Background: an optimization exercise with open tools, aiming at small area. Do not read the settings as production practice. The RTL was checked by simulation tests, not by an equivalence proof against the original design. Power is estimated from default activity; no workload was simulated.

== JK ==
==> flow/design.v <==
module ALUb
	(output wire [7:0] res,
	 output wire [3:0] NZVC,
	 input wire [7:0] X, Y,
	 input wire k, chain, cout_sel, sub);
	wire [8:0] c;        
	wire [7:0] ci;       
	wire [7:0] s;
	genvar i;
	generate for (i = 0; i < 8; i = i + 1) begin : rc
		if (i == 0) assign ci[i] = k;
		else assign ci[i] = chain ? c[i] : k;
		assign s[i] = X[i] ^ Y[i] ^ ci[i];
		assign c[i+1] = (X[i] & Y[i]) | (X[i] & ci[i]) | (Y[i] & ci[i]);
	end endgenerate
	assign res = cout_sel ? c[8:1] : s;
	assign NZVC = {res[7], ~|res, chain & (c[8] ^ c[7]), chain & (c[8] ^ sub)};
endmodule
module cpu
	(output reg [7:0] address,
	 output wire [7:0] to_memory,
	 output wire write,
	 input wire [7:0] from_memory,
	 input wire clk, reset);
	reg [7:0] A, B, PC;
	reg [3:0] CCR;       
	reg [3:0] ph;
	reg [2:0] cls;       
	reg       rsel;      
	localparam R  = 4'd10,    
	           F0 = 4'd0,    
	           F1 = 4'd8,    
	           F2 = 4'd1,    
	           DA = 4'd6,    
	           XA = 4'd9,    
	           DN = 4'd5,    
	           H  = 4'd14,    
	           S4 = 4'd4,    
	           S5 = 4'd12,    
	           S6 = 4'd3,   
	           S7 = 4'd2,   
	           S8 = 4'd11;   
	wire [7:0] m = from_memory;
	wire [3:0] n = m[3:0];
	wire pR = (ph == R), pF0 = (ph == F0), pF1 = (ph == F1), pF2 = (ph == F2);
	wire pS4 = (ph == S4), pS5 = (ph == S5), pS6 = (ph == S6), pS7 = (ph == S7);
	wire pS8 = (ph == S8);
	wire is_alu = (m[7:4] == 4'h4) && (n >= 4'h2) && (n <= 4'hD);
	wire is_br  = (m[7:4] == 4'h2) && (n <= 4'h8);
	wire is_ld  = (m[7:4] == 4'h8) && (n >= 4'h6) && (n <= 4'h9);
	wire is_st  = (m[7:1] == 7'b1001011);
	reg  taken;
	always @(*) begin
		case (n)
			4'h0: taken = 1'b1;
			4'h1: taken = CCR[3];
			4'h2: taken = ~CCR[3];
			4'h3: taken = CCR[2];
			4'h4: taken = ~CCR[2];
			4'h5: taken = CCR[1];
			4'h6: taken = ~CCR[1];
			4'h7: taken = CCR[0];
			default: taken = ~CCR[0];
		endcase
	end
	wire c_imm = cls[2] & ~cls[1] & ~cls[0];
	wire c_dir = cls[2] & ~cls[1] & cls[0];
	wire c_st  = cls[2] & cls[1];
	wire c_brt = ~cls[2] & cls[1];
	wire c_brn = ~cls[2] & ~cls[1];
	reg f_yB, f_inv, f_k, f_chain, f_cs, f_dstb;
	always @(*) begin
		f_yB = 1'b1; f_inv = 1'b0; f_k = 1'b0; f_chain = 1'b1; f_cs = 1'b0; f_dstb = 1'b0;
		case (n)
			4'h3: begin f_inv = 1'b1; f_k = 1'b1; end
			4'h4: begin f_chain = 1'b0; f_cs = 1'b1; end
			4'h5: begin f_chain = 1'b0; f_cs = 1'b1; f_k = 1'b1; end
			4'h6: begin f_yB = 1'b0; f_k = 1'b1; end
			4'h7: begin f_yB = 1'b0; f_k = 1'b1; f_dstb = 1'b1; end
			4'h8: begin f_yB = 1'b0; f_inv = 1'b1; end
			4'h9: begin f_yB = 1'b0; f_inv = 1'b1; f_dstb = 1'b1; end
			4'hA: f_chain = 1'b0;
			4'hB: begin f_yB = 1'b0; f_inv = 1'b1; f_chain = 1'b0; end
			4'hC: begin f_yB = 1'b0; f_inv = 1'b1; f_chain = 1'b0; f_dstb = 1'b1; end
			4'hD: f_dstb = 1'b1;
			default: ;
		endcase
	end
	wire xA = pF2 | (pS7 & ~rsel);
	wire xM = pF1 | pS5;
	wire xP = pF0 | pS4;
	wire yB = (pF2 & f_yB) | (pS7 & rsel);
	wire yM = pS6 | pS8;
	wire inv = pF2 & f_inv;
	wire k = xM | (pF2 & f_k);
	wire chain = ~pF2 | f_chain;
	wire cout_sel = pF2 & f_cs;
	wire [7:0] X = ({8{xA}} & A) | ({8{xM}} & address) | ({8{xP}} & PC);
	wire [7:0] Y = (({8{yB}} & B) | ({8{yM}} & m)) ^ {8{inv}};
	wire [7:0] res;
	wire [3:0] NZVC;
	ALUb alu (.res(res), .NZVC(NZVC), .X(X), .Y(Y), .k(k), .chain(chain), .cout_sel(cout_sel), .sub(inv));
	wire alu_go = pF2 & is_alu;
	wire ld_go  = (pS6 & c_imm) | pS8;
	wire mar_en = pR | pF0 | pS4 | (pS6 & cls[2] & (cls[1] | cls[0]));
	wire pc_en  = pR | xM | (pS6 & c_brt);
	wire a_en   = pR | (alu_go & ~f_dstb) | (ld_go & ~rsel);
	wire b_en   = pR | (alu_go & f_dstb) | (ld_go & rsel);
	assign write = pS7 & cls[1];
	assign to_memory = X | Y;    
	reg [3:0] nph;
	always @(*) begin
		case (ph)
			R, F0: nph = F1;
			F1: nph = F2;
			F2: nph = is_alu ? DA : (is_br | is_ld | is_st) ? DN : H;
			DA: nph = XA;
			DN: nph = S4;
			H:  nph = H;
			S4: nph = S5;
			S5: nph = c_brn ? F0 : S6;
			S6: nph = (c_imm | c_brt) ? F0 : S7;
			S7: nph = c_st ? F0 : S8;
			default: nph = F0;    
		endcase
	end
	always @(posedge clk or negedge reset)
		if (!reset) ph <= R;
		else ph <= nph;
	always @(posedge clk)
		if (pF2) begin
			cls  <= {m[7], m[7] ? m[4] : taken, m[0]};
			rsel <= m[3] | (m[4] & m[0]);
		end
	always @(posedge clk or negedge reset)
		if (!reset) address <= 8'h00;
		else if (mar_en) address <= res;
	always @(posedge clk) begin
		if (alu_go | pR) CCR <= {NZVC[3], NZVC[2] & ~pR, NZVC[1:0]};
		if (pc_en) PC <= res;
		if (a_en) A <= res;
		if (b_en) B <= res;
	end
endmodule
Settings: LEC_CHECK=0, ABC_AREA=1, CAP_MARGIN=20, CORE_MARGIN=2, CORE_UTILIZATION=40, SLEW_MARGIN=20; clock period 8.0 ns.
standard.sh (not shown) runs the stock make flow with config.mk's settings and CLKGATE_MAP_FILE= SYNTH_SCRIPT=/design/flow/synth_recipe.tcl, a recipe that flattens the netlist after the stock synthesis.
==> flow/flow/run.sh <==
#!/bin/bash
# Own layout flow:
#  1. the standard synthesis (standard.sh), unchanged;
#  2. its combinational cells re-mapped by ABC with an area script
#     (deepsyn with a few seeds; the smallest result is kept); the registers
#     stay as the standard synthesis made them (same cells, same names);
#  3. the standard layout of that netlist, with the smallest buffer on
#     the ports and a clock tree of small buffers without dummy loads.
# Each tool's output goes to a log of its own in the work folder.
set -euo pipefail
W=$(pwd)
R=$W/orfs/results/$FLOW_PLATFORM/cpu/base
PDIR=$FLOW_HOME/platforms/$FLOW_PLATFORM
export RS_LIB=$PDIR/lib/sky130_fd_sc_hd__tt_025C_1v80.lib
export RS_DONT_USE=$(sed -n '/^export DONT_USE_CELLS/,/^$/p' $PDIR/config.mk | grep -o 'sky130_fd_sc_hd__[a-z0-9_]*' | tr '\n' ' ')
export RS_IN=$W/synth_standard.v
SEEDS="0 1 2 3 4 5 6 7"
source flow/settings.sh

bash standard.sh "$R/1_2_yosys.v" > log_synth_standard.log 2>&1
cp "$R/1_2_yosys.v" "$RS_IN"

run_seed() {
  local s=$1
  if [[ $s == 0 ]]; then sed "s/-S @SEED@ //" flow/resynth.abc; else sed "s/@SEED@/$s/" flow/resynth.abc; fi > $W/resynth_$s.abc
  RS_ABC=$W/resynth_$s.abc RS_OUT=$W/synth_resynth_$s.v yosys -c flow/resynth.tcl > log_resynth_$s.log 2>&1 || true
}
n=0
for s in $SEEDS; do
  run_seed $s &
  n=$((n + 1))
  if (( n % ${NUM_CORES:-4} == 0 )); then wait; fi
done
wait
best=""; best_area=""
for s in $SEEDS; do
  a=$(grep "Chip area for module" log_resynth_$s.log | tail -1 | awk '{print $NF}') || true
  [[ -n "$a" && -s synth_resynth_$s.v ]] || continue
  if [[ -z "$best" ]] || awk -v a=$a -v b=$best_area 'BEGIN{exit !(a<b)}'; then best=$s; best_area=$a; fi
done
echo "resynthesis: seed $best, area $best_area" > log_resynth_choice.log
cp "synth_resynth_$best.v" "$R/1_2_yosys.v"

bash standard.sh BUFFER_PORTS_ARGS="-buffer_cell sky130_fd_sc_hd__buf_1" \
  CTS_ARGS="$CTS_ARGS" finish > log_layout.log 2>&1
Other scripts of this flow, unchanged in this note and not shown: flow/flow/resynth.abc, flow/flow/resynth.tcl, flow/flow/settings.sh
The following lists how PW was set up differently from JK:
diff --git a/flow/design.v b/flow/design.v
--- a/flow/design.v
+++ b/flow/design.v
@@ -28,17 +28,17 @@
 	reg [2:0] cls;       
 	reg       rsel;      
-	localparam R  = 4'd10,    
+	localparam R  = 4'd4,    
 	           F0 = 4'd0,    
-	           F1 = 4'd8,    
-	           F2 = 4'd1,    
-	           DA = 4'd6,    
-	           XA = 4'd9,    
-	           DN = 4'd5,    
-	           H  = 4'd14,    
-	           S4 = 4'd4,    
-	           S5 = 4'd12,    
-	           S6 = 4'd3,   
-	           S7 = 4'd2,   
-	           S8 = 4'd11;   
+	           F1 = 4'd13,    
+	           F2 = 4'd11,    
+	           DA = 4'd8,    
+	           XA = 4'd10,    
+	           DN = 4'd6,    
+	           H  = 4'd12,    
+	           S4 = 4'd2,    
+	           S5 = 4'd15,    
+	           S6 = 4'd9,   
+	           S7 = 4'd5,   
+	           S8 = 4'd14;   
 	wire [7:0] m = from_memory;
 	wire [3:0] n = m[3:0];
Slowest library cell on the worst path = sky130_fd_sc_hd__buf_1: PW; slowest library cell on the worst path = sky130_fd_sc_hd__nand3_1: JK. Looking only at sequential power, and setting everything else aside, the lower value of PW and JK goes to PW. As far as maximum clock path buffer count is concerned, PW and JK perform about the same. Synthesized area was higher in PW than in JK. Between PW and JK, the total of fill cells in the finished design is higher for PW. Between PW and JK, it is PW whose overall power of the completed layout is lower, by 120 µW. Summary of PW over JK: area enclosed by the die boundary has increased; multi-input gate count has increased.

==> re-timing with driven ports <==
The flow's constraints put no driver on any port. The routed layouts listed below were extracted and timed again, unchanged, in two steps. Step 1 (the two cells are an assumption about what drives the block):
set clk [get_ports {clk}]
set_driving_cell -lib_cell sky130_fd_sc_hd__clkbuf_16 $clk
set_driving_cell -lib_cell sky130_fd_sc_hd__buf_2 [delete_from_list [all_inputs] $clk]
Step 2 times the ports against the registers' clock, not the clock port: input delays grow and output delays shrink by t, the midpoint of the rising clock arrivals with the driver on. a / b / c = ideal / step 1 / step 2; a / b = the first two.
run	t, ns	slack for setup (ns)	worst data-port slew with drivers (ns)	pins driven straight from the clock port
JK	0.312	2.763 / 2.768 / 2.456	0.03	1
PW	0.320	2.342 / 2.348 / 2.028	0.03	1
After both steps every run listed still meets setup and hold. For PW, which loses most, drivers alone change the setup slack by +0.006 ns; drivers and shift together by -0.314 ns.
